From an optimization exercise on the open Yosys and OpenROAD flow, aimed at small area; shortcuts taken in it are not production practice. Only simulation tests tie the RTL to the original design; equivalence was not proved. No activity file was given, so power comes from the tool's default toggle rates.

## config.mk

```make
export PLATFORM = sky130hd
export DESIGN_NAME = pipeline_datapath_core
export DESIGN_NICKNAME = pipeline_datapath_core
export VERILOG_FILES = /design/flow/design.v
export SDC_FILE = /design/flow/constraint.sdc
export NUM_CORES = 4
export LEC_CHECK = 0
export CAP_MARGIN = 20
export CORE_MARGIN = 2
export CORE_UTILIZATION = 60
export CTS_BUF_LIST = sky130_fd_sc_hd__clkbuf_8
export SLEW_MARGIN = 20
export SYNTH_HIERARCHICAL = 1
```

## constraint.sdc

```tcl
create_clock -name core_clock -period 8.0 [get_ports {clk}]
set_input_delay 1.6000 -clock core_clock [delete_from_list [all_inputs] [get_ports {clk}]]
set_output_delay 1.6000 -clock core_clock [all_outputs]
set_load 0.01 [all_outputs]
```

## design.v

```verilog
`timescale 1ns / 1ps
module rf_aoi222 (
    input  a0, b0, a1, b1, a2, b2,
    output y
);
    assign y = ~((a0 & b0) | (a1 & b1) | (a2 & b2));
endmodule
module rf_read_bit (
    input  [30:0] sel,
    input  [30:0] data,
    output        y
);
    wire [10:0] g;
    genvar k;
    generate
        for (k = 0; k < 10; k = k + 1) begin : grp
            rf_aoi222 u_aoi (
                .a0(sel[3*k]),   .b0(data[3*k]),
                .a1(sel[3*k+1]), .b1(data[3*k+1]),
                .a2(sel[3*k+2]), .b2(data[3*k+2]),
                .y (g[k])
            );
        end
    endgenerate
    assign g[10] = ~(sel[30] & data[30]);
    assign y = ~&g;
endmodule
`timescale 1ns / 1ps
module pipeline_datapath_core #(
    parameter DATA_WIDTH              = 64,
    parameter INSTR_WIDTH             = 32,
    parameter IMEM_ADDR_WIDTH         = 9,
    parameter DMEM_ADDR_WIDTH         = 8,
    parameter REGFILE_ADDRESS_WIDTH   = 5
)(
    input  wire                         clk,
    input  wire                         reset,
    input  wire                         enable,
    output reg  [IMEM_ADDR_WIDTH-1:0]    imem_addr,
    input  wire [INSTR_WIDTH-1:0]        imem_dout,
    output wire                         dmem_wea,
    output wire [DMEM_ADDR_WIDTH-1:0]   dmem_addra,
    output wire [DMEM_ADDR_WIDTH-1:0]   dmem_addrb,
    output wire [DATA_WIDTH-1:0]        dmem_dina,
    input  wire [DATA_WIDTH-1:0]        dmem_doutb
);
    reg                               pc_started;
    reg                               if_id_wmem_en;
    reg                               if_id_wreg_en;
    reg [4:0]                         if_id_rs1;
    reg [4:0]                         if_id_rs2;
    reg [4:0]                         if_id_rd;
    reg                               id_ex_wmem_en;
    reg                               id_ex_wreg_en;
    reg [DMEM_ADDR_WIDTH-1:0]         id_ex_r1out;
    reg [DATA_WIDTH-1:0]              id_ex_r2out;
    reg [4:0]                         id_ex_wreg;
    reg                               ex_mem_wmem_en;
    reg                               ex_mem_wreg_en;
    reg [DMEM_ADDR_WIDTH-1:0]         ex_mem_r1out;
    reg [DATA_WIDTH-1:0]              ex_mem_r2out;
    reg [4:0]                         ex_mem_wreg;
    reg [DATA_WIDTH-1:0] register [1:31];
    reg [31:1]           valid;
    wire rf_we = enable && !reset && ex_mem_wreg_en;
    integer i;
    always @(posedge clk) begin
        for (i = 1; i < 32; i = i + 1)
            if (rf_we && ex_mem_wreg == i)
                register[i] <= dmem_doutb;
    end
    always @(posedge clk) begin
        if (reset)
            valid <= 31'd0;
        else
            for (i = 1; i < 32; i = i + 1)
                if (rf_we && ex_mem_wreg == i)
                    valid[i] <= 1'b1;
    end
    reg [30:0] sel1, sel2;
    always @(*) begin
        for (i = 1; i < 32; i = i + 1) begin
            sel1[i-1] = !reset && valid[i] && if_id_rs1 == i;
            sel2[i-1] = !reset && valid[i] && if_id_rs2 == i;
        end
    end
    wire [DMEM_ADDR_WIDTH-1:0] r0data;
    wire [DATA_WIDTH-1:0]      r1data;
    genvar b;
    generate
        for (b = 0; b < DATA_WIDTH; b = b + 1) begin : rd2
            wire [30:0] col;
            genvar r;
            for (r = 1; r < 32; r = r + 1) begin : c
                assign col[r-1] = register[r][b];
            end
            rf_read_bit u_rd (.sel(sel2), .data(col), .y(r1data[b]));
        end
        for (b = 0; b < DMEM_ADDR_WIDTH; b = b + 1) begin : rd1
            wire [30:0] col;
            genvar r;
            for (r = 1; r < 32; r = r + 1) begin : c
                assign col[r-1] = register[r][b];
            end
            rf_read_bit u_rd (.sel(sel1), .data(col), .y(r0data[b]));
        end
    endgenerate
    assign dmem_wea   = ex_mem_wmem_en;
    assign dmem_addra = ex_mem_r1out;
    assign dmem_addrb = ex_mem_r1out;
    assign dmem_dina  = ex_mem_r2out;
    always @(posedge clk) begin
        if (reset) begin
            imem_addr      <= {IMEM_ADDR_WIDTH{1'b0}};
            pc_started     <= 1'b0;
            if_id_wmem_en  <= 1'b0;
            if_id_wreg_en  <= 1'b0;
            id_ex_wmem_en  <= 1'b0;
            id_ex_wreg_en  <= 1'b0;
            ex_mem_wmem_en <= 1'b0;
            ex_mem_wreg_en <= 1'b0;
            ex_mem_r1out   <= {DMEM_ADDR_WIDTH{1'b0}};
            ex_mem_r2out   <= {DATA_WIDTH{1'b0}};
        end else if (enable) begin
            imem_addr      <= imem_addr + pc_started;
            pc_started     <= 1'b1;
            if_id_wmem_en  <= imem_dout[31];
            if_id_wreg_en  <= imem_dout[30];
            id_ex_wmem_en  <= if_id_wmem_en;
            id_ex_wreg_en  <= if_id_wreg_en;
            ex_mem_wmem_en <= id_ex_wmem_en;
            ex_mem_wreg_en <= id_ex_wreg_en;
            ex_mem_r1out   <= id_ex_r1out;
            ex_mem_r2out   <= id_ex_r2out;
        end
    end
    always @(posedge clk) begin
        if (reset || enable) begin
            id_ex_r1out <= r0data;
            id_ex_r2out <= r1data;
        end
    end
    always @(posedge clk) begin
        if (enable) begin
            if_id_rs1   <= imem_dout[29:25];
            if_id_rs2   <= imem_dout[24:20];
            if_id_rd    <= imem_dout[19:15];
            id_ex_wreg  <= if_id_rd;
            ex_mem_wreg <= id_ex_wreg;
        end
    end
endmodule
```

## run.sh

```bash
#!/bin/bash
# synth_recipe.tcl (not shown) runs the flow's synth.tcl, then flattens the netlist and writes it again
# the make line also repeats each setting of config.mk as NAME=value (left out here)
make -C /OpenROAD-flow-scripts/flow DESIGN_CONFIG=/design/flow/config.mk WORK_HOME=/design/flow/orfs CLKGATE_MAP_FILE= SYNTH_SCRIPT=/design/flow/synth_recipe.tcl finish
```

==> run summary, run 1 <==
fmax=0.245 GHz; Worst Path Arrival=4.79 ns; Die H=362 um; crit start category=input pin; First DRT Iteration DRCs=10300; final hold vios=0; Syn Inst Count=3644; largest net degree at the start of global routing=70; I/O pins=189; Hold Path Class=flip-flop to flip-flop; # hold bufs at CTS=0; Syn Area/Cell=21.1 um^2; Period minus WS final=4.09 ns; Slew Limit Fails=0; worst ir drop on vdd=0.227 mV; Power Dens Cells=247 nW/um^2; unrepaired setup endpoints after global routing=false; via/cell ratio=7.45; gpl congestion=0.881; WL/cell=38.1 um; worst r2r src=if_id_rs2[0]$_DFFE_PP_; vias=46200; die width=362 um; Clock Tree Buf Depth=4; gr usage total=0.357; share of post-route cells with drive strength above 1=0.149; core area=127000 um^2; DRT Pass-1 Iters=13; drt drc=0; TNS Setup=0 ns; sequential area share after synthesis=0.845; clock sinks=2200; drt total wl=236 mm; Synth Register Bits=2200; IO buf count=173; clock slew at reported path FFs=0.06 ns; YS warnings=8; Clock Latency Late Sink=1.02 ns; Final HPWL DP=118 mm; Leakage=29.0 nW; Worst Skew=0.0478 ns; Finish-stage setup viols=0; vias in the first global route=45300; CTS buffer count=348; maximum fanout along the worst path=69; remaining global-route overflow=0; Setup crit end kind=flip-flop; Post-Syn Nets=3745; Util after Layout=0.694; Critical Path RT=8.70 ns; ANT nets after route=0; path type of the worst setup path=input pin to flip-flop; Mapped Area=76700 um^2; CTS tree=built; first-pass GRT wire length=326 mm; die area=131000 um^2; Hold Worst Slack=0.418 ns; status=complete, no violations; R2R Setup Slk=4.36 ns; worst setup path start=reset; initial antenna violation count=11; Tcrit/Tclk final=0.511; slew margin rel.=0.214; post-CTS sizing=0; H-Tree Depth=5; Nets=4376; Hold Path Origin=id_ex_wreg[3]$_DFFE_PP_; root buffer cell=clkbuf_8; area grow syn2layout=15.1%; Starting Density=0.603; Distinct cells, synth=35; pin slew with the least headroom to its limit=1.18 ns; row cnt=131; Max Cap Violations=0; post-CTS repair timing setup buffer count=0
==> cell type report <==
cell class / instances / area (um^2)
antenna: 7 / 17.5
tap: 1662 / 2080
fill: 8042 / 38900
multi-input combinational: 1401 / 12100
clock buffer: 381 / 5240
clock inverter: 227 / 1110
timing repair buffer: 323 / 2890
sequential: 2200 / 64900
inverter: 1 / 3.75
==> logic make-up (layout without fill, tap and decap cells) <==
group	count (synthesis)	count (layout)	synth area share
xor+xnor	3	3	0.000342
mux	80	80	0.0104
buf+inv	43	932	0.00313
flops	2200	2200	0.845
fa+ha+maj	2	2	0.000326
compound gates	831	831	0.107
other cells	0	7	0
simple gates	485	485	0.0335
==> Yosys stat by module (local to each module, per instance) <==
module                  cells  times used
rf_read_bit                 4          72
rf_aoi222                   1         720
pipeline_datapath_core   2636           1
==> final timing paths <==
kind / endpoint / depth (start not counted)
worst max-delay path: id_ex_r2out[54]$_DFFE_PP_ / 8
worst max register to register: id_ex_r2out[54]$_DFFE_PP_ / 7
worst min-delay path: ex_mem_wreg[3]$_DFFE_PP_ / 0
worst min register to register: ex_mem_wreg[3]$_DFFE_PP_ / 0
==> flip-flops by register name, indices dropped and copies added (netlist names), 5 cells and up <==
signal / flops
register: 1984
ex_mem_r2out: 64
id_ex_r2out: 64
valid: 31
imem_addr: 9
ex_mem_r1out: 8
id_ex_r1out: 8
ex_mem_wreg: 5
id_ex_wreg: 5
if_id_rd: 5
if_id_rs1: 5
if_id_rs2: 5
==> metal layers <==
| metal | share of wire | vias up | global-route usage |
|---|---|---|---|
| met2 | 0.48 | 3866 | 0.576 |
| met5 | 0.00018 | - | 0 |
| met4 | 0.042 | 6 | 0.154 |
| li1 | - | 18200 | - |
| met1 | 0.35 | 23500 | 0.468 |
| met3 | 0.13 | 681 | 0.0873 |
==> per-stage QoR <==
stage	std cells	setup slack [ns]	power, mW	instance area [um^2]
after floorplan	3644	0.111	13.0	76700
after global placement	5583	3.01	13.2	81800
after detailed placement	5586	2.99	13.2	81900
after CTS	6194	4.05	21.9	88300
after global routing	6202	3.97	22.4	88300
final	6202	3.91	21.8	88300
==> report_power, final <==
part / internal (mW) / switching (mW) / leakage, nW
registers: 12.6 / 0.0325 / 19.8
logic: 0.0865 / 0.231 / 5.45
clock network: 4.61 / 4.18 / 3.72
==> synth_stat cells <==
cell type,instances,share of area
nand3b_1,4,0.00039
or3_1,7,0.00057
buf_2,9,0.00059
a21oi_1,4,0.00026
xor2_1,3,0.00034
and3_1,1,0.000082
nand3_2,2,0.00026
nor3_1,41,0.0027
nand3_1,3,0.00020
nor3b_1,1,0.000098
nand2b_1,39,0.0032
and3b_1,2,0.00023
nor4_2,3,0.00049
nor4b_1,1,0.00011
a2111o_1,72,0.011
nor2_1,119,0.0058
nor4_1,8,0.00065
mux2i_1,80,0.010
nand2_1,89,0.0044
nand4_1,146,0.012
or2_2,3,0.00024
o21ai_0,34,0.0022
nor3_2,9,0.0012
buf_4,18,0.0018
or2_4,3,0.00034
edfxtp_1,2081,0.81
nor2_2,1,0.000082
clkbuf_1,15,0.00073
nand4_2,2,0.00033
inv_2,1,0.000049
a222oi_1,720,0.094
dfxtp_1,119,0.031
o21ai_1,1,0.000065
ha_1,2,0.00033
nor4_4,1,0.00028
==> placed cells by master, fill, tap and decap left out, drive strengths merged <==
master	n
nand2	89
clkinv	100
nor4	12
clkinvlp	2
nor3	50
clkdlybuf4s50	164
nor2	120
xor2	3
or3	7
nand4	148
a21oi	4
buf	159
dfxtp	119
diode	7
or2	6
clkbuf	381
ha	2
and3b	2
inv	118
nand2b	39
a222oi	720
o21ai	35
bufinv	8
mux2i	80
and3	1
nand3b	4
nor4b	1
edfxtp	2081
nand3	5
nor3b	1
a2111o	72
==> critical path, cell delays in order <==
cell and delay [ns]:
buf_4 0.58, nand2b_1 0.33, nor3_2 0.08, buf_4 0.34, buf_4 0.46, a222oi_1 0.68
nand4_1 0.18, a2111o_1 0.44
==> run 2: changes to the inputs <==
==> flow/run.sh (new file) <==
#!/bin/bash
# The standard layout with two changes:
#  - port buffers are the smallest buffer cell (buf_1) instead of buffer_ports' default;
#  - clock tree: clkbuf_8 only, larger sink clusters, and no dummy loads.
set -euo pipefail
export BUFFER_PORTS_ARGS="-buffer_cell sky130_fd_sc_hd__buf_1"
export CTS_ARGS="-sink_clustering_enable -repair_clock_nets -dont_use_dummy_load -buf_list sky130_fd_sc_hd__clkbuf_8 -sink_clustering_size 15 -sink_clustering_max_diameter 50"
bash standard.sh > flow_make.log 2>&1
==> standard.sh (new file) <==
#!/bin/bash
# synth_recipe.tcl (not shown) runs the flow's synth.tcl, then flattens the netlist and writes it again
# the make line also repeats each setting of config.mk as NAME=value (left out here)
make -C /OpenROAD-flow-scripts/flow DESIGN_CONFIG=/design/flow/config.mk WORK_HOME=/design/flow/orfs CLKGATE_MAP_FILE= SYNTH_SCRIPT=/design/flow/synth_recipe.tcl "${@:-finish}"
--- a/config.mk
+++ b/config.mk
@@ -9,5 +9,4 @@
 export CORE_MARGIN = 2
 export CORE_UTILIZATION = 60
-export CTS_BUF_LIST = sky130_fd_sc_hd__clkbuf_8
 export SLEW_MARGIN = 20
 export SYNTH_HIERARCHICAL = 1
removed: run.sh
==> run 2 against run 1 <==
Non-clock buffer count decreased by 8; sequential share of layout area up 4.2 points; fmax down 6.0%; count of clock-buffer cells in the layout fell by 200; die area did not move; power decreased by 16%; final cell count down 7.0%; wire length shrank 1.8%.
==> run summary, run 2 <==
status=complete, no violations; maximum fanout along the worst path=75; Critical Path RT=8.49 ns; Max Cap Violations=0; max FFs per register=1984; most common cell after layout, fill and taps aside=edfxtp_1; vias in the first global route=43000; remaining global-route overflow=0; Die H=362 um; CTS buffer count=181; Hold Path Class=flip-flop to flip-flop; First DRT Iteration DRCs=10000; Clock Tree Buf Depth=3; CP top delay family=simple AND/OR/NAND/NOR gates; DRT Pass-1 Iters=12; first-pass GRT wire length=318 mm; most area-consuming cells after synthesis=edfxtp_1 81%, a222oi_1 9.4%, dfxtp_1 3.1%; IO buf count=173; share of post-route cells with drive strength above 1=0.115; Starting Density=0.603; top flop regs=register: 1984 flops, ex_mem_r2out: 64 flops, id_ex_r2out: 64 flops; leading area contributor after synthesis=edfxtp_1; Clock Latency Late Sink=0.92 ns; Setup crit end kind=flip-flop; clock slew at reported path FFs=0.07 ns; YS warnings=8; area share of the largest cell type after synthesis=0.814; Mapped Area=76700 um^2; commonest cells after routing, fill and taps aside=2081 x edfxtp_1, 720 x a222oi_1, 181 x clkbuf_8; Main synth FF type=edfxtp_1; core area=127000 um^2; Biggest register=register; ANT nets after route=0; Period minus WS final=4.35 ns; # hold bufs at CTS=0; slowest CP cell=buf_4; slew margin rel.=0.195; CP Cell Sequence=clkbuf_4, nor3b_1, nand2_1, nor2_4, buf_4; gr usage total=0.350; Worst Skew=0.0580 ns; Placed Instance Area=80900 um^2; CP Buf/Inv Count=2; die area=131000 um^2; design area=83600 um^2; root buffer cell=clkbuf_8; path type of the worst setup path=input pin to flip-flop; top cells by count, synth=2081 x edfxtp_1, 720 x a222oi_1, 146 x nand4_1, 119 x dfxtp_1, 119 x nor2_1; Final HPWL DP=114 mm; Syn Inst Count=3644; Finish-stage setup viols=0; most instantiated library cell after synthesis=edfxtp_1; Slew Limit Fails=0; sequential area share after synthesis=0.845; post-CTS sizing=0; WL/cell=40.2 um; vias=44600; pin slew with the least headroom to its limit=1.20 ns; Distinct cells, synth=35; H-Tree Depth=4; Nets=4201; Post-synth EDFFs=2081; post-CTS repair timing setup buffer count=0; gpl congestion=0.845; drt total wl=232 mm; Post-Syn Nets=3745; crit start category=input pin; Synth Register Bits=2200; Worst Path Arrival=4.84 ns; TNS Setup=0 ns; asr flop ratio synth=0; row cnt=131; drt drc=0; die width=362 um; via/cell ratio=7.74; Leakage=26.3 nW; Syn Area/Cell=21.1 um^2; Tcrit/Tclk final=0.544; final hold vios=0; largest net degree at the start of global routing=76; area grow syn2layout=8.89%; I/O pins=189; CP max stage delay=0.90 ns; Power Dens Cells=219 nW/um^2; worst ir drop on vdd=0.183 mV; CTS tree=built; clock sinks=2200; initial antenna violation count=9; fmax=0.230 GHz; unrepaired setup endpoints after global routing=false
==> run 2: final timing paths <==
path	startpoint	to	slack, ns	depth (start not counted)
setup / recovery	reset	register[13][47]$_DFFE_PP_	3.65	5
setup reg to reg	if_id_rs2[0]$_DFFE_PP_	id_ex_r2out[51]$_DFFE_PP_	4.33	7
hold reg to reg	if_id_rd[1]$_DFFE_PP_	id_ex_wreg[1]$_DFFE_PP_	0.40	0
hold / removal	if_id_rd[1]$_DFFE_PP_	id_ex_wreg[1]$_DFFE_PP_	0.40	0
==> run 2: area by class of cell <==
class                      instances  area (um^2)
multi-input combinational       1401        12100
clock buffer                     181         2490
inverter                           1         3.75
fill                            8433        43600
sequential                      2200        64900
antenna                            5         12.5
timing repair buffer             315         2040
tap                             1662         2080
==> run 2: metrics by stage <==
step | utilization | power [mW] | hold WS, ns | setup WS, ns | std cells
floorplan | - | 13.0 | 0.400 | 0.111 | 3644
global placement | 0.635 | 13.2 | 0.402 | 2.87 | 5571
detailed placement | 0.636 | 13.2 | 0.405 | 2.81 | 5575
CTS | 0.656 | 18.3 | 0.385 | 3.78 | 5756
global route | 0.657 | 18.8 | 0.399 | 3.54 | 5764
finish | 0.657 | 18.3 | 0.396 | 3.65 | 5765
==> run 2: cells by family after synthesis <==
| family | count (synthesis) | share of synthesized area |
|---|---|---|
| AO/OA/AOI/OAI | 831 | 0.107 |
| flip-flops | 2200 | 0.845 |
| multiplexers | 80 | 0.0104 |
| AND/OR/NAND/NOR | 485 | 0.0335 |
| XOR/XNOR | 3 | 0.000342 |
| buffers and inverters | 43 | 0.00313 |
| adder cells (fa/ha/maj) | 2 | 0.000326 |
==> run 2: where the power goes <==
part | switching, mW | leakage, nW | internal, mW
Combinational | 0.234 | 5.17 | 0.0513
Sequential | 0.0320 | 19.8 | 12.6
Clock | 3.34 | 1.30 | 2.01
Total | 3.60 | 26.3 | 14.7
==> run 2: metal layers <==
metal	share of wire	up-vias	global-route usage	wire (um)
met1	0.36	22700	0.480	82500
met5	0.00027	-	0	63
met3	0.13	627	0.0757	30600
met4	0.043	10	0.145	9920
li1	-	17600	-	-
met2	0.47	3719	0.552	109000
==> run 2: worst register-to-register path, delay by kind of cell, from the launching register on <==
family | cells | cell delay (ns)
AO/OA/AOI/OAI | 2 | 0.91
buffers and inverters | 2 | 0.89
flip-flops | 1 | 0.54
AND/OR/NAND/NOR | 3 | 1.08
==> run 2: modules after synthesis, one instance, submodules excluded <==
| module | cell area (um^2) | cells inside | copies in the design |
|---|---|---|---|
| rf_read_bit | 27.5 | 4 | 72 |
| rf_aoi222 | 10.0 | 1 | 720 |
| pipeline_datapath_core | 67600 | 2636 | 1 |
==> run 3: changes to the inputs <==
==> flow/run.sh (replaced) <==
#!/bin/bash
# The standard layout with two changes:
#  - port buffers are the smallest buffer cell (buf_1) instead of buffer_ports' default;
#  - clock tree: clkbuf_8 only, sink clusters of at most 16 flip-flops, and no dummy loads.
set -euo pipefail
export BUFFER_PORTS_ARGS="-buffer_cell sky130_fd_sc_hd__buf_1"
export CTS_ARGS="-sink_clustering_enable -repair_clock_nets -dont_use_dummy_load -buf_list sky130_fd_sc_hd__clkbuf_8 -sink_clustering_size 16 -sink_clustering_max_diameter 60"
bash standard.sh > flow_make.log 2>&1
--- a/config.mk
+++ b/config.mk
@@ -8,5 +8,5 @@
 export CAP_MARGIN = 20
 export CORE_MARGIN = 2
-export CORE_UTILIZATION = 60
+export CORE_UTILIZATION = 70
 export SLEW_MARGIN = 20
 export SYNTH_HIERARCHICAL = 1
==> run 3 against run 2 <==
Still clean on timing, DRC and antenna; design area down 0.94%; critical path depth up 3; first-iteration DRC count up 4.5%; fmax up 0.90%; final cell count down 4.8%; global-route usage up 3.2 points; sequential power about the same; sequential share of layout area up 0.74 points; largest cell class unchanged.
==> run summary, run 3 <==
top cells by count, synth=2081 x edfxtp_1, 720 x a222oi_1, 146 x nand4_1, 119 x dfxtp_1, 119 x nor2_1; CP Buf/Inv Count=3; clock sinks=2200; design area=82800 um^2; CTS tree=built; slew margin rel.=0.185; row cnt=121; fmax=0.232 GHz; Clock Tree Buf Depth=3; Synth Register Bits=2200; Clock Latency Late Sink=0.91 ns; met1 wire length=72.4 mm; leading area contributor after synthesis=edfxtp_1; r2r endpoint=id_ex_r2out[55]$_DFFE_PP_; R2R cell count=6; Power Dens Cells=217 nW/um^2; I/O pins=189; H-Tree Depth=4; Util after Layout=0.760; gpl congestion=0.895; crit-path most repeated cell=buf_4; Worst Skew=0.0846 ns; max FFs per register=1984; CP max stage delay=0.75 ns; largest net degree at the start of global routing=66; worst hold path depth=0; vias in the first global route=43300; unrepaired setup endpoints after global routing=false; sequential area share after synthesis=0.845; core area=109000 um^2; drt drc=0; number of fill cells=5949; Hold EP=id_ex_wreg[0]$_DFFE_PP_; most instantiated library cell after synthesis=edfxtp_1; pre-CTS setup slack=2.90 ns; status=complete, no violations; final hold vios=0; Slew Limit Fails=0; WL/cell=39.1 um; YS warnings=8; Final HPWL DP=111 mm; Max Cap Violations=0; gr usage total=0.381; Setup crit end kind=flip-flop; top flop regs=register: 1984 flops, ex_mem_r2out: 64 flops, id_ex_r2out: 64 flops; DRT Pass-1 Iters=20; Tcrit/Tclk final=0.539; Top Layer Used=met5; Final Power=17.9 mW; Syn Area/Cell=21.1 um^2; maximum fanout along the worst path=65; area share of the largest cell type after synthesis=0.814; crit start category=input pin; Main synth FF type=edfxtp_1; asr flop ratio synth=0; Starting Density=0.705; Period minus WS final=4.31 ns; Mapped Area=76700 um^2; Final Non-Filler Cells=5490; post-CTS sizing=0; drt total wl=215 mm; slowest CP cell=buf_4; Post-Place Cells=5322; most common cell after layout, fill and taps aside=edfxtp_1; clock slew at reported path FFs=0.09 ns; Nets=4173; Worst Path Arrival=4.95 ns; Hold Path Class=flip-flop to flip-flop; IO buf count=173; post-CTS repair timing setup buffer count=0; Die H=335 um; TNS Setup=0 ns; CP Cell Sequence=clkbuf_4, buf_4, nand2b_1, nor4_2, buf_4, a222oi_1, nand2_1, a2111o_1; Post-Syn Nets=3745; worst ir drop on vdd=0.219 mV; Biggest register=register; R2R Setup Slk=4.26 ns; remaining global-route overflow=0; Syn Inst Count=3644; most area-consuming cells after synthesis=edfxtp_1 81%, a222oi_1 9.4%, dfxtp_1 3.1%; met2 WL=100 mm; PnR worst setup slack=3.69 ns; area grow syn2layout=7.86%; # hold bufs at CTS=0; worst r2r src=if_id_rs2[0]$_DFFE_PP_; Hold Path Origin=if_id_rd[0]$_DFFE_PP_; Distinct cells, synth=35; Placed Instance Area=80400 um^2; initial antenna violation count=9; share of post-route cells with drive strength above 1=0.111; via/cell ratio=8.12; die area=112000 um^2; CP top delay family=buffers and inverters; pin slew with the least headroom to its limit=1.22 ns; Hold Worst Slack=0.429 ns; First DRT Iteration DRCs=10500; Critical Path RT=8.64 ns; ANT nets after route=0; vias=44600; Finish-stage setup viols=0; commonest cells after routing, fill and taps aside=2081 x edfxtp_1, 720 x a222oi_1, 160 x clkbuf_8; CTS buffer count=160; first-pass GRT wire length=300 mm; path type of the worst setup path=input pin to flip-flop; DR WL met3=32.6 mm; Post-synth EDFFs=2081; root buffer cell=clkbuf_8; die width=335 um; Leakage=26.1 nW
## run 3: cell count changes in the layout (fill, tap and decap cells not counted), moves of 2 or more
| cell | delta |
|---|---|
| buf_2 | -2 |
| clkbuf_2 | +7 |
| buf_4 | +5 |
| buf_1 | -5 |
| buf_12 | -7 |
| buf_16 | -3 |
| clkbuf_8 | -21 |
## run 3: worst max-delay path by stage
stage               slack, ns  cells after the start  startpoint                    endpoint
floorplan                0.11                      7       reset    id_ex_r2out[0]$_DFFE_PP_
global placement         2.96                      5       reset  register[12][43]$_DFFE_PP_
detailed placement       2.90                      8       reset   id_ex_r2out[19]$_DFFE_PP_
CTS                      3.85                      8       reset   id_ex_r2out[36]$_DFFE_PP_
global route             3.62                      8       reset   id_ex_r2out[36]$_DFFE_PP_
finish                   3.69                      8       reset   id_ex_r2out[36]$_DFFE_PP_
## run 3: cell families (layout without fill, tap and decap cells)
kind of cell / count (synthesis) / in the layout / synth area share
flip-flops: 2200 / 2200 / 0.845
AO/OA/AOI/OAI: 831 / 831 / 0.107
AND/OR/NAND/NOR: 485 / 485 / 0.0335
multiplexers: 80 / 80 / 0.0104
buffers and inverters: 43 / 469 / 0.00313
XOR/XNOR: 3 / 3 / 0.000342
adder cells (fa/ha/maj): 2 / 2 / 0.000326
other: 0 / 6 / 0
## run 3: Yosys stat by module, one instance, submodules excluded
module / cells inside / flops+latches
rf_read_bit: 4 / 0
rf_aoi222: 1 / 0
pipeline_datapath_core: 2636 / 2200
## run 3: power by group
group / switching (mW) / internal, mW
Clock: 3.22 / 1.79
Combinational: 0.231 / 0.0500
Sequential: 0.0300 / 12.6
Total: 3.48 / 14.4
## run 3: area by class of cell
class,instances,area (um^2),share of cell area
Sequential cell,2200,64900,0.784
Antenna cell,6,15.0,0.000181
Clock buffer,160,2200,0.0266
Tap cell,1414,1770,0.0214
Inverter,1,3.75,0.0000453
Timing Repair Buffer,308,1830,0.0221
Multi-Input combinational cell,1401,12100,0.146
## run 3: layer usage
metal | vias up | GRT usage
li1 | 17500 | -
met5 | - | 0.00434
met3 | 599 | 0.0911
met2 | 4183 | 0.594
met4 | 10 | 0.167
met1 | 22300 | 0.526
==> run 4: changes to the inputs <==
--- a/config.mk
+++ b/config.mk
@@ -8,5 +8,5 @@
 export CAP_MARGIN = 20
 export CORE_MARGIN = 2
-export CORE_UTILIZATION = 70
+export CORE_UTILIZATION = 60
 export SLEW_MARGIN = 20
 export SYNTH_HIERARCHICAL = 1
==> run 4 against run 3 <==
Count of clock-buffer cells in the layout unchanged; setup slack got worse by 0.061 ns; first-iteration DRC count fell by 4.4%; wire length grew 7.9%; sequential share of layout area fell by 0.48 points; non-clock buffer count increased by 7; design area is 0.61% higher; core utilization down 11 points; critical endpoint is now id_ex_r2out[20]$_DFFE_PP_; largest cell class unchanged.
==> run summary, run 4 <==
most area-consuming cells after synthesis=edfxtp_1 81%, a222oi_1 9.4%, dfxtp_1 3.1%; unrepaired setup endpoints after global routing=false; NetSw=3.54 mW; post-CTS repair timing setup buffer count=0; R2R Setup Slk=4.38 ns; share of post-route cells with drive strength above 1=0.111; maximum fanout along the worst path=75; slowest CP cell=clkbuf_4; root buffer cell=clkbuf_8; first-pass GRT wire length=318 mm; Period minus WS final=4.37 ns; Distinct cells, synth=35; commonest cells after routing, fill and taps aside=2081 x edfxtp_1, 720 x a222oi_1, 160 x clkbuf_8; Worst Path Arrival=5.04 ns; critical path endpoint=id_ex_r2out[20]$_DFFE_PP_; clock sinks=2200; drt drc=0; H-Tree Depth=4; Setup crit end kind=flip-flop; max FFs per register=1984; Post-synth EDFFs=2081; Die H=362 um; worst r2r src=if_id_rs2[0]$_DFFE_PP_; Leakage=26.2 nW; die width=362 um; vias in the first global route=42900; Internal Power=14.5 mW; YS warnings=8; Syn Inst Count=3644; mux contribution to synthesized area=0.0104; Seq pwr share=0.703; Main synth FF type=edfxtp_1; Comb power frac=0.016; TNS Setup=0 ns; First DRT Iteration DRCs=10000; CP max stage delay=0.79 ns; most instantiated library cell after synthesis=edfxtp_1; core area=127000 um^2; Clock Latency Late Sink=0.93 ns; post-CTS sizing=0; R2R cell count=7; Syn Area/Cell=21.1 um^2; vias=44400; M1 GR Usage=0.479; pin slew with the least headroom to its limit=1.20 ns; gr usage total=0.350; CP Buf/Inv Count=3; leading area contributor after synthesis=edfxtp_1; grt peak-use layer=met2; path type of the worst setup path=input pin to flip-flop; asr flop ratio synth=0; largest family of logic cells by synthesized area=compound AO/OA/AOI/OAI gates; worst ir drop on vdd=0.186 mV; IO buf count=173; status=complete, no violations; Clock Tree Buf Depth=3; DRT Pass-1 Iters=15; Biggest register=register; Starting Density=0.603; initial antenna violation count=9; drt total wl=232 mm; gpl congestion=0.845; Sw Share=0.197; Worst path depth=8; Worst Skew=0.0659 ns; Synth Area in Simple Gates=0.0335; Clock Power Share=0.281; Slew Limit Fails=0; final hold vios=0; Synth Register Bits=2200; ANT nets after route=0; Util after Layout=0.655; Hold Path Class=flip-flop to flip-flop; top cells by count, synth=2081 x edfxtp_1, 720 x a222oi_1, 146 x nand4_1, 119 x dfxtp_1, 119 x nor2_1; slew margin rel.=0.197; Critical Path RT=8.67 ns; r2r endpoint=id_ex_r2out[51]$_DFFE_PP_; Power Dens Cells=216 nW/um^2; via/cell ratio=7.72; CTS buffer count=160; clock slew at reported path FFs=0.09 ns; largest net degree at the start of global routing=76; most common cell after layout, fill and taps aside=edfxtp_1; Synth Area in Adders=0.000326; fmax=0.229 GHz; CTS tree=built; Final HPWL DP=114 mm; Synth Area in Compound Gates=0.107; Max Cap Violations=0; sequential area share after synthesis=0.845; CP top delay family=buffers and inverters; met3 Use GR=0.0784; die area=131000 um^2; row cnt=131; area grow syn2layout=8.52%; crit start category=input pin; crit-path most repeated cell=buf_4; # hold bufs at CTS=0; remaining global-route overflow=0; xor/xnor cell area share of the yosys netlist=0.000342; WL/cell=40.3 um; Post-Syn Nets=3745; Tcrit/Tclk final=0.546; I/O pins=189; Mapped Area=76700 um^2; grt met2 use=0.553; worst setup path start=reset; CP Cell Sequence=clkbuf_4, nand2b_1, nor3_2, buf_4, buf_4, a222oi_1, nand4_1, a2111o_1; area share of the largest cell type after synthesis=0.814; Nets=4180; top flop regs=register: 1984 flops, ex_mem_r2out: 64 flops, id_ex_r2out: 64 flops; Finish-stage setup viols=0
[run 4: cell types whose count changed in the layout (fill, tap and decap cells not counted), sizes merged]
cell    before  now
buf        247  261
diode        6    8
clkbuf     221  214
[run 4: power groups by stage]
| stage | logic (mW) | clock network, mW | registers (mW) |
|---|---|---|---|
| after floorplan | 0.0791 | 0 | 12.9 |
| after global placement | 0.255 | 0 | 12.9 |
| after detailed placement | 0.279 | 0 | 12.9 |
| after CTS | 0.279 | 5.14 | 12.6 |
| after global routing | 0.309 | 5.52 | 12.6 |
| final | 0.284 | 5.06 | 12.6 |
[run 4: cells by family (layout without fill, tap and decap cells)]
| kind of cell | after synthesis | count (layout) |
|---|---|---|
| AO/OA/AOI/OAI | 831 | 831 |
| XOR/XNOR | 3 | 3 |
| adder cells (fa/ha/maj) | 2 | 2 |
| buffers and inverters | 43 | 476 |
| flip-flops | 2200 | 2200 |
| multiplexers | 80 | 80 |
| other | 0 | 8 |
| AND/OR/NAND/NOR | 485 | 485 |
[run 4: how the worst min path moves through the flow]
stage / from / endpoint / cells past startpoint
CTS: id_ex_wreg[0]$_DFFE_PP_ / ex_mem_wreg[0]$_DFFE_PP_ / 0
detailed placement: id_ex_wreg[0]$_DFFE_PP_ / ex_mem_wreg[0]$_DFFE_PP_ / 0
global route: if_id_rd[1]$_DFFE_PP_ / id_ex_wreg[1]$_DFFE_PP_ / 0
floorplan: id_ex_wreg[0]$_DFFE_PP_ / ex_mem_wreg[0]$_DFFE_PP_ / 0
global placement: id_ex_wreg[0]$_DFFE_PP_ / ex_mem_wreg[0]$_DFFE_PP_ / 0
finish: id_ex_wreg[0]$_DFFE_PP_ / ex_mem_wreg[0]$_DFFE_PP_ / 0
[run 4: routing by layer]
| metal | part of all wire | vias up | wire length, um |
|---|---|---|---|
| met5 | 0.00022 | - | 50 |
| met4 | 0.041 | 8 | 9570 |
| met3 | 0.13 | 576 | 30200 |
| met2 | 0.47 | 3614 | 109000 |
| met1 | 0.36 | 22600 | 83000 |
| li1 | - | 17500 | - |
[run 4: modules after synthesis (local to each module, per instance)]
module / copies in the design / flops+latches / cells inside
rf_aoi222: 720 / 0 / 1
pipeline_datapath_core: 1 / 2200 / 2636
rf_read_bit: 72 / 0 / 4
[run 4: area by class of cell]
class                           count  area, um^2
Antenna cell                        8        20.0
Clock buffer                      160        2200
Fill cell                        8472       43900
Inverter                            1        3.75
Multi-Input combinational cell   1401       12100
Sequential cell                  2200       64900
Tap cell                         1662        2080
Timing Repair Buffer              315        2040
[run 4: metrics by stage]
step	hold slack (ns)	cell area [um^2]	cells	setup WS (ns)	total power [mW]
2_1_floorplan	0.400	76700	3644	0.111	13.0
3_3_place_gp	0.402	80800	5571	2.87	13.2
3_5_place_dp	0.405	80900	5575	2.81	13.2
4_1_cts	0.431	83100	5735	3.78	18.1
5_1_grt	0.443	83300	5745	3.57	18.5
6_report	0.423	83300	5747	3.63	18.0
==> run 5: changes to the inputs <==
--- a/design.v
+++ b/design.v
@@ -25,4 +25,26 @@
     assign g[10] = ~(sel[30] & data[30]);
     assign y = ~&g;
+endmodule
+module rf_next (
+    input  ld, d, hold, q,
+    output y
+);
+    assign y = (ld & d) | (hold & q);
+endmodule
+module rf_next_w #(
+    parameter W = 1
+) (
+    input          ld,
+    input  [W-1:0] d,
+    input          hold,
+    input  [W-1:0] q,
+    output [W-1:0] y
+);
+    genvar k;
+    generate
+        for (k = 0; k < W; k = k + 1) begin : b
+            rf_next u_n (.ld(ld), .d(d[k]), .hold(hold), .q(q[k]), .y(y[k]));
+        end
+    endgenerate
 endmodule
 `timescale 1ns / 1ps
@@ -64,17 +86,26 @@
     reg [31:1]           valid;
     wire rf_we = enable && !reset && ex_mem_wreg_en;
+    reg [31:1] row_we;
     integer i;
-    always @(posedge clk) begin
+    always @(*)
         for (i = 1; i < 32; i = i + 1)
-            if (rf_we && ex_mem_wreg == i)
-                register[i] <= dmem_doutb;
-    end
+            row_we[i] = rf_we && ex_mem_wreg == i;
+    wire [31:1] row_hold = ~row_we;
+    genvar b, r;
+    generate
+        for (r = 1; r < 32; r = r + 1) begin : row
+            wire [DATA_WIDTH-1:0] next;
+            rf_next_w #(.W(DATA_WIDTH)) u_next (
+                .ld(row_we[r]), .d(dmem_doutb),
+                .hold(row_hold[r]), .q(register[r]), .y(next));
+            always @(posedge clk)
+                register[r] <= next;
+        end
+    endgenerate
     always @(posedge clk) begin
         if (reset)
             valid <= 31'd0;
         else
-            for (i = 1; i < 32; i = i + 1)
-                if (rf_we && ex_mem_wreg == i)
-                    valid[i] <= 1'b1;
+            valid <= valid | row_we;
     end
     reg [30:0] sel1, sel2;
@@ -87,9 +118,7 @@
     wire [DMEM_ADDR_WIDTH-1:0] r0data;
     wire [DATA_WIDTH-1:0]      r1data;
-    genvar b;
     generate
         for (b = 0; b < DATA_WIDTH; b = b + 1) begin : rd2
             wire [30:0] col;
-            genvar r;
             for (r = 1; r < 32; r = r + 1) begin : c
                 assign col[r-1] = register[r][b];
@@ -99,5 +128,4 @@
         for (b = 0; b < DMEM_ADDR_WIDTH; b = b + 1) begin : rd1
             wire [30:0] col;
-            genvar r;
             for (r = 1; r < 32; r = r + 1) begin : c
                 assign col[r-1] = register[r][b];
@@ -120,6 +148,4 @@
             ex_mem_wmem_en <= 1'b0;
             ex_mem_wreg_en <= 1'b0;
-            ex_mem_r1out   <= {DMEM_ADDR_WIDTH{1'b0}};
-            ex_mem_r2out   <= {DATA_WIDTH{1'b0}};
         end else if (enable) begin
             imem_addr      <= imem_addr + pc_started;
@@ -131,22 +157,36 @@
             ex_mem_wmem_en <= id_ex_wmem_en;
             ex_mem_wreg_en <= id_ex_wreg_en;
-            ex_mem_r1out   <= id_ex_r1out;
-            ex_mem_r2out   <= id_ex_r2out;
         end
     end
+    wire exm_ld   = enable && !reset;
+    wire exm_hold = !enable && !reset;
+    wire [DMEM_ADDR_WIDTH-1:0] ex_mem_r1_next;
+    wire [DATA_WIDTH-1:0]      ex_mem_r2_next;
+    rf_next_w #(.W(DMEM_ADDR_WIDTH)) u_exm1 (
+        .ld(exm_ld), .d(id_ex_r1out), .hold(exm_hold), .q(ex_mem_r1out), .y(ex_mem_r1_next));
+    rf_next_w #(.W(DATA_WIDTH)) u_exm2 (
+        .ld(exm_ld), .d(id_ex_r2out), .hold(exm_hold), .q(ex_mem_r2out), .y(ex_mem_r2_next));
     always @(posedge clk) begin
-        if (reset || enable) begin
-            id_ex_r1out <= r0data;
-            id_ex_r2out <= r1data;
-        end
+        ex_mem_r1out <= ex_mem_r1_next;
+        ex_mem_r2out <= ex_mem_r2_next;
     end
+    wire idx_ld   = reset || enable;
+    wire idx_hold = !idx_ld;
+    wire [DMEM_ADDR_WIDTH-1:0] id_ex_r1_next;
+    wire [DATA_WIDTH-1:0]      id_ex_r2_next;
+    rf_next_w #(.W(DMEM_ADDR_WIDTH)) u_idx1 (
+        .ld(idx_ld), .d(r0data), .hold(idx_hold), .q(id_ex_r1out), .y(id_ex_r1_next));
+    rf_next_w #(.W(DATA_WIDTH)) u_idx2 (
+        .ld(idx_ld), .d(r1data), .hold(idx_hold), .q(id_ex_r2out), .y(id_ex_r2_next));
     always @(posedge clk) begin
-        if (enable) begin
-            if_id_rs1   <= imem_dout[29:25];
-            if_id_rs2   <= imem_dout[24:20];
-            if_id_rd    <= imem_dout[19:15];
-            id_ex_wreg  <= if_id_rd;
-            ex_mem_wreg <= id_ex_wreg;
-        end
+        id_ex_r1out <= id_ex_r1_next;
+        id_ex_r2out <= id_ex_r2_next;
     end
+    wire [24:0] regnum_q = {if_id_rs1, if_id_rs2, if_id_rd, id_ex_wreg, ex_mem_wreg};
+    wire [24:0] regnum_next;
+    rf_next_w #(.W(25)) u_regnum (
+        .ld(enable), .d({imem_dout[29:15], if_id_rd, id_ex_wreg}),
+        .hold(!enable), .q(regnum_q), .y(regnum_next));
+    always @(posedge clk)
+        {if_id_rs1, if_id_rs2, if_id_rd, id_ex_wreg, ex_mem_wreg} <= regnum_next;
 endmodule
--- a/config.mk
+++ b/config.mk
@@ -8,5 +8,5 @@
 export CAP_MARGIN = 20
 export CORE_MARGIN = 2
-export CORE_UTILIZATION = 60
+export CORE_UTILIZATION = 70
 export SLEW_MARGIN = 20
 export SYNTH_HIERARCHICAL = 1
==> run 5 against run 4 <==
Still clean; clock power increased by 2%; synthesized area decreased by 3.8%; combinational power increased by 46%; design area decreased by 3.4%; first-iteration DRC count increased by 56%; sequential share of layout area decreased by 23 points; sequential cell count unchanged; wire length increased by 20%; critical path type unchanged.
==> run summary, run 5 <==
Post-Syn Nets=5769; top cells by count, synth=2200 x dfxtp_1, 2153 x a22o_1, 720 x a222oi_1, 148 x nand4_1, 112 x nand2_1; drt drc=0; Synth Register Bits=2200; area grow syn2layout=8.94%; Syn Inst Count=5668; CP top delay family=buffers and inverters; Worst Path Arrival=5.41 ns; Starting Density=0.704; R2R cell count=5; number of fill cells=6988; share of post-route cells with drive strength above 1=0.0783; crit start category=input pin; die width=329 um; Worst path depth=7; H-Tree Depth=4; asr flop ratio synth=0; Final HPWL DP=146 mm; core area=105000 um^2; Main synth FF type=dfxtp_1; Leakage=30.5 nW; IO buf count=173; CTS tree=built; ANT nets after route=0; Clock Tree Buf Depth=3; Nets=6274; Biggest register=register; slowest CP cell=clkinv_2; clock sinks=2200; gpl congestion=0.927; top flop regs=register: 1984 flops, ex_mem_r2out: 64 flops, id_ex_r2out: 64 flops; # hold bufs at CTS=0; die area=108000 um^2; CTS buffer count=157; Hold Worst Slack=0.475 ns; status=complete, no violations; Die H=329 um; worst hold path depth=1; area share of the largest cell type after synthesis=0.596; Comb power frac=0.025; remaining global-route overflow=0; vias=65700; Post-synth EDFFs=0; area of the multi-input gates=30100 um^2; Finish-stage setup viols=0; max FFs per register=1984; most common cell after layout, fill and taps aside=dfxtp_1; pre-CTS setup slack=2.90 ns; design area=80400 um^2; post-CTS sizing=0; Critical Path RT=8.77 ns; Distinct cells, synth=41; most area-consuming cells after synthesis=dfxtp_1 60%, a22o_1 26%, a222oi_1 9.8%; final hold vios=0; Sw Share=0.226; post-CTS repair timing setup buffer count=0; Hold Path Class=flip-flop to flip-flop; Period minus WS final=4.63 ns; DRT Pass-1 Iters=13; CP Cell Sequence=buf_1, and4b_1, buf_4, nand3_4, clkinv_2, buf_4, a22o_1; path type of the worst setup path=input pin to flip-flop; Max Cap Violations=0; first-pass GRT wire length=400 mm; unrepaired setup endpoints after global routing=false; I/O pins=189; via/cell ratio=8.68; CP max stage delay=1.20 ns; Util after Layout=0.766; clock slew at reported path FFs=0.10 ns; leading area contributor after synthesis=dfxtp_1; Tcrit/Tclk final=0.579; vias in the first global route=62200; First DRT Iteration DRCs=15600; largest net degree at the start of global routing=86; row cnt=119; TNS Setup=0 ns; fmax=0.216 GHz; Placed Instance Area=78200 um^2; NetSw=3.77 mW; commonest cells after routing, fill and taps aside=2200 x dfxtp_1, 2153 x a22o_1, 720 x a222oi_1; PnR worst setup slack=3.37 ns; Final Non-Filler Cells=7572; most instantiated library cell after synthesis=dfxtp_1; initial antenna violation count=5; sequential area share after synthesis=0.596; Post-Place Cells=7402; Worst Skew=0.0579 ns; maximum fanout along the worst path=44; flip-flop and latch area=44000 um^2; pin slew with the least headroom to its limit=1.30 ns; Mapped Area=73800 um^2; Power Dens Cells=207 nW/um^2; Setup crit end kind=flip-flop; worst ir drop on vdd=0.175 mV; drt total wl=277 mm; Clock Latency Late Sink=0.91 ns; Syn Area/Cell=13.0 um^2; WL/cell=36.6 um; Final Power=16.7 mW; slew margin rel.=0.135; Slew Limit Fails=0; Seq pwr share=0.665; Clock Power Share=0.310; CP Buf/Inv Count=4; Internal Power=12.9 mW; gr usage total=0.487; crit-path most repeated cell=buf_4; root buffer cell=clkbuf_8; YS warnings=9
## run 5: changes by cell type in the layout (fill, tap and decap cells not counted), sizes merged, moves of 4 or more
cell	before	now
a22o	0	2153
nor2	120	19
nor2b	0	4
nand2	89	113
buf	261	375
dfxtp	119	2200
nand3	5	34
clkbuf	214	158
mux2i	80	8
edfxtp	2081	0
o21ai	35	4
clkinv	0	31
## run 5: power groups by stage
| stage | Sequential, mW | Combinational [mW] | Clock, mW |
|---|---|---|---|
| detailed placement | 11.3 | 0.402 | 0 |
| global placement | 11.3 | 0.389 | 0 |
| global route | 11.1 | 0.437 | 5.50 |
| floorplan | 11.3 | 0.141 | 0 |
| CTS | 11.1 | 0.403 | 5.12 |
| finish | 11.1 | 0.416 | 5.17 |
## run 5: cells by family (layout without fill, tap and decap cells)
family	count (synthesis)	count (layout)	share of synthesized area
AO/OA/AOI/OAI	2953	2953	0.364
flip-flops	2200	2200	0.596
AND/OR/NAND/NOR	438	438	0.0332
buffers and inverters	64	567	0.00415
multiplexers	8	8	0.00108
XOR/XNOR	3	3	0.000356
adder cells (fa/ha/maj)	2	2	0.000339
other	0	10	0
## run 5: modules after synthesis, one instance, submodules excluded, excerpt
| module | copies in the design | cells inside | cell area [um^2] |
|---|---|---|---|
| rf_next | 2153 | 1 | 8.76 |
| pipeline_datapath_core | 1 | 2507 | 45800 |
| rf_read_bit | 72 | 4 | 27.5 |
| rf_aoi222 | 720 | 1 | 10.0 |
## run 5: area by class of cell
class	count	area share
flip-flops and latches	2200	0.547
multi-input cells	3404	0.374
repair buffers	376	0.0278
clock buffers	157	0.0269
well taps	1391	0.0216
inverters	34	0.00213
diodes	10	0.000311
## run 5: worst paths after layout
kind              slack, ns                        to                startpoint
hold / removal         0.48  ex_mem_r2out[43]$_DFF_P_  ex_mem_r2out[43]$_DFF_P_
hold reg to reg        0.48  ex_mem_r2out[43]$_DFF_P_  ex_mem_r2out[43]$_DFF_P_
setup / recovery       3.37  register[16][35]$_DFF_P_                     reset
setup reg to reg       3.98  register[13][35]$_DFF_P_    ex_mem_wreg[3]$_DFF_P_
## run 5: worst reg2reg max path: cells and delay by family, from the launching register on
kind / cells / cell delay (ns)
buffers and inverters: 2 / 1.67
and+or+nand+nor: 2 / 1.52
DFF: 1 / 0.53
AOI/OAI and AO/OA: 1 / 0.27
## run 5: layer usage
| metal | routed length, um | track usage | up-vias |
|---|---|---|---|
| met3 | 47600 | 0.187 | 1370 |
| met4 | 17200 | 0.268 | 13 |
| met2 | 112000 | 0.680 | 6570 |
| met1 | 99800 | 0.644 | 31800 |
| met5 | 428 | 0.0226 | - |
| li1 | - | - | 26000 |
==> run 6: changes to the inputs <==
--- a/config.mk
+++ b/config.mk
@@ -8,5 +8,5 @@
 export CAP_MARGIN = 20
 export CORE_MARGIN = 2
-export CORE_UTILIZATION = 70
+export CORE_UTILIZATION = 60
 export SLEW_MARGIN = 20
 export SYNTH_HIERARCHICAL = 1
==> run 6 against run 5 <==
Die area rose by 16%; fmax is 14% lower; combinational power is essentially flat; via count shrank 1.7%; wire length up 4.8%; largest cell class unchanged.
==> run summary, run 6 <==
status=complete, no violations; R2R Setup Slk=3.72 ns; drt drc=0; core area=122000 um^2; commonest cells after routing, fill and taps aside=2200 x dfxtp_1, 2153 x a22o_1, 720 x a222oi_1; post-CTS sizing=0; Synth Register Bits=2200; Worst Path Arrival=6.25 ns; Finish-stage setup viols=0; Hold Worst Slack=0.466 ns; Post-synth EDFFs=0; Clock Latency Late Sink=0.96 ns; Hold Path Origin=id_ex_r2out[33]$_DFF_P_; Nets=6286; share of post-route cells with drive strength above 1=0.0802; via/cell ratio=8.26; final hold vios=0; die width=355 um; asr flop ratio synth=0; DRT Pass-1 Iters=14; gr usage total=0.438; path type of the worst setup path=input pin to flip-flop; area share of the largest cell type after synthesis=0.596; worst hold path depth=1; First DRT Iteration DRCs=14500; Setup crit end kind=flip-flop; unrepaired setup endpoints after global routing=false; TNS Setup=0 ns; largest net degree at the start of global routing=93; Hold Path Class=flip-flop to flip-flop; area grow syn2layout=9.44%; design area=80800 um^2; WL/cell=37.2 um; top flop regs=register: 1984 flops, ex_mem_r2out: 64 flops, id_ex_r2out: 64 flops; crit start category=input pin; leading area contributor after synthesis=dfxtp_1; Mapped Area=73800 um^2; clock slew at reported path FFs=0.10 ns; Util after Layout=0.662; most instantiated library cell after synthesis=dfxtp_1; YS warnings=9; gpl congestion=0.878; maximum fanout along the worst path=51; remaining global-route overflow=0; die area=126000 um^2; drt total wl=290 mm; Final HPWL DP=151 mm; largest family of logic cells by synthesized area=compound AO/OA/AOI/OAI gates; IO buf count=173; Synth Area in Adders=0.000339; r2r endpoint=register[18][46]$_DFF_P_; clock sinks=2200; Main synth FF type=dfxtp_1; ANT nets after route=0; Post-Syn Nets=5769; pin slew with the least headroom to its limit=1.27 ns; fmax=0.186 GHz; Placed Instance Area=78500 um^2; vias=64600; worst ir drop on vdd=0.196 mV; post-CTS repair timing setup buffer count=0; I/O pins=189; initial antenna violation count=6; Die H=355 um; top cells by count, synth=2200 x dfxtp_1, 2153 x a22o_1, 720 x a222oi_1, 148 x nand4_1, 112 x nand2_1; H-Tree Depth=4; Max Cap Violations=0; # hold bufs at CTS=0; row cnt=128; Critical Path RT=8.88 ns; Slew Limit Fails=0; Leakage=30.6 nW; Synth Area in Simple Gates=0.0332; number of fill cells=9350; xor/xnor cell area share of the yosys netlist=0.000356; first-pass GRT wire length=414 mm; slowest CP cell=and4b_1; Period minus WS final=5.37 ns; root buffer cell=clkbuf_8; CP Cell Sequence=clkbuf_2, and4b_1, buf_4, nand3_4, inv_4, buf_4, a22o_1; Syn Area/Cell=13.0 um^2; mux contribution to synthesized area=0.00108; pre-CTS setup slack=1.93 ns; R2R cell count=6; Starting Density=0.605; most area-consuming cells after synthesis=dfxtp_1 60%, a22o_1 26%, a222oi_1 9.8%; Distinct cells, synth=41; CP top delay family=buffers and inverters; CP Buf/Inv Count=4; CP max stage delay=1.20 ns; vias in the first global route=60300; Synth Area in Compound Gates=0.364; crit-path most repeated cell=buf_4; worst r2r src=ex_mem_wreg_en$_SDFFE_PP0P_; Power Dens Cells=208 nW/um^2; Tcrit/Tclk final=0.672; most common cell after layout, fill and taps aside=dfxtp_1; CTS buffer count=160; Clock Tree Buf Depth=3; max FFs per register=1984; Hold EP=ex_mem_r2out[33]$_DFF_P_; Syn Inst Count=5668; slew margin rel.=0.151; PnR worst setup slack=2.63 ns; sequential area share after synthesis=0.596; CTS tree=built; Biggest register=register; Worst Skew=0.0635 ns
[run 6: cell counts after synthesis]
Identical to the previous run, type by type.
[run 6: cell families (layout without fill, tap and decap cells)]
| group | Yosys count | count (layout) |
|---|---|---|
| compound gates | 2953 | 2953 |
| xor+xnor | 3 | 3 |
| fa+ha+maj | 2 | 2 |
| buf+inv | 64 | 579 |
| flops | 2200 | 2200 |
| mux | 8 | 8 |
| other cells | 0 | 7 |
| simple gates | 438 | 438 |
[run 6: how the worst max path moves through the flow]
stage                     startpoint                       end  slack (ns)  depth (start not counted)
after floorplan                reset    id_ex_r2out[0]$_DFF_P_        0.38                          7
after global placement         reset  register[18][24]$_DFF_P_        1.96                          7
after detailed placement       reset  register[18][12]$_DFF_P_        1.93                          7
after CTS                      reset  register[18][12]$_DFF_P_        2.94                          7
after global routing           reset  register[18][19]$_DFF_P_        2.76                          7
final                          reset  register[18][46]$_DFF_P_        2.63                          7
[run 6: Yosys stat by module (local to each module, per instance), a selection]
| module | area (um^2) | flip-flops and latches |
|---|---|---|
| rf_aoi222 | 10.0 | 0 |
| pipeline_datapath_core | 45800 | 2200 |
| rf_next | 8.76 | 0 |
| rf_read_bit | 27.5 | 0 |
[run 6: layout make-up]
class                      count  area, um^2  share of cell area
antenna                        7        17.5            0.000217
clock buffer                 160        2200              0.0272
inverter                      34         180             0.00223
multi-input combinational   3404       30100               0.372
sequential                  2200       44000               0.545
tap                         1625        2030              0.0252
timing repair buffer         385        2280              0.0283
[run 6: power breakdown]
group          internal [mW]  switching (mW)
registers               11.0          0.0716
clock network           1.80            3.47
logic                  0.119           0.297
total                   12.9            3.84
[run 6: metrics by stage]
stage          power (mW)  instances
6_report             16.8       7815
3_5_place_dp         11.8       7646
5_1_grt              17.2       7811
4_1_cts              16.7       7806
3_3_place_gp         11.7       7646
2_1_floorplan        11.5       5668
[run 6: layer usage]
layer / GRT usage / part of all wire / up-vias
met4: 0.225 / 0.056 / 4
li1: - / - / 26000
met3: 0.135 / 0.15 / 1080
met5: 0 / 0.000093 / -
met2: 0.634 / 0.42 / 5675
met1: 0.590 / 0.38 / 31800

==> re-timing with driven ports <==
The flow's constraints put no driver on any port. The routed layouts listed below were extracted and timed again, unchanged, in two steps.
Step 1 sets driving cells, clkbuf_16 on the clock port and buf_2 on the other inputs (assumed; they add their load-dependent delay and slew).
Step 2 adds t to the input delays and takes it off the output delays; t is the mean of the earliest and latest rising clock arrival at the registers after step 1. Input paths then give back, and output paths get back, about the clock's delay inside the block.
Three values: ideal, step 1, step 2; two values: the first two.
run | t (ns) | setup WS [ns] | worst data-port slew with drivers (ns)
run 1 | 1.063 | 3.911 / 3.954 / 2.891 | 0.15
run 2 | 0.972 | 3.650 / 3.698 / 2.726 | 0.14
run 3 | 0.941 | 3.689 / 3.721 / 2.780 | 0.15
run 4 | 0.974 | 3.628 / 3.675 / 2.701 | 0.15
run 5 | 0.959 | 3.368 / 3.416 / 2.457 | 0.13
run 6 | 1.004 | 2.625 / 2.678 / 1.674 | 0.13
After both steps setup and hold are still met in every run listed. The setup slack of run 1, which loses most, moves by +0.043 ns with the drivers and by -1.020 ns with both steps.
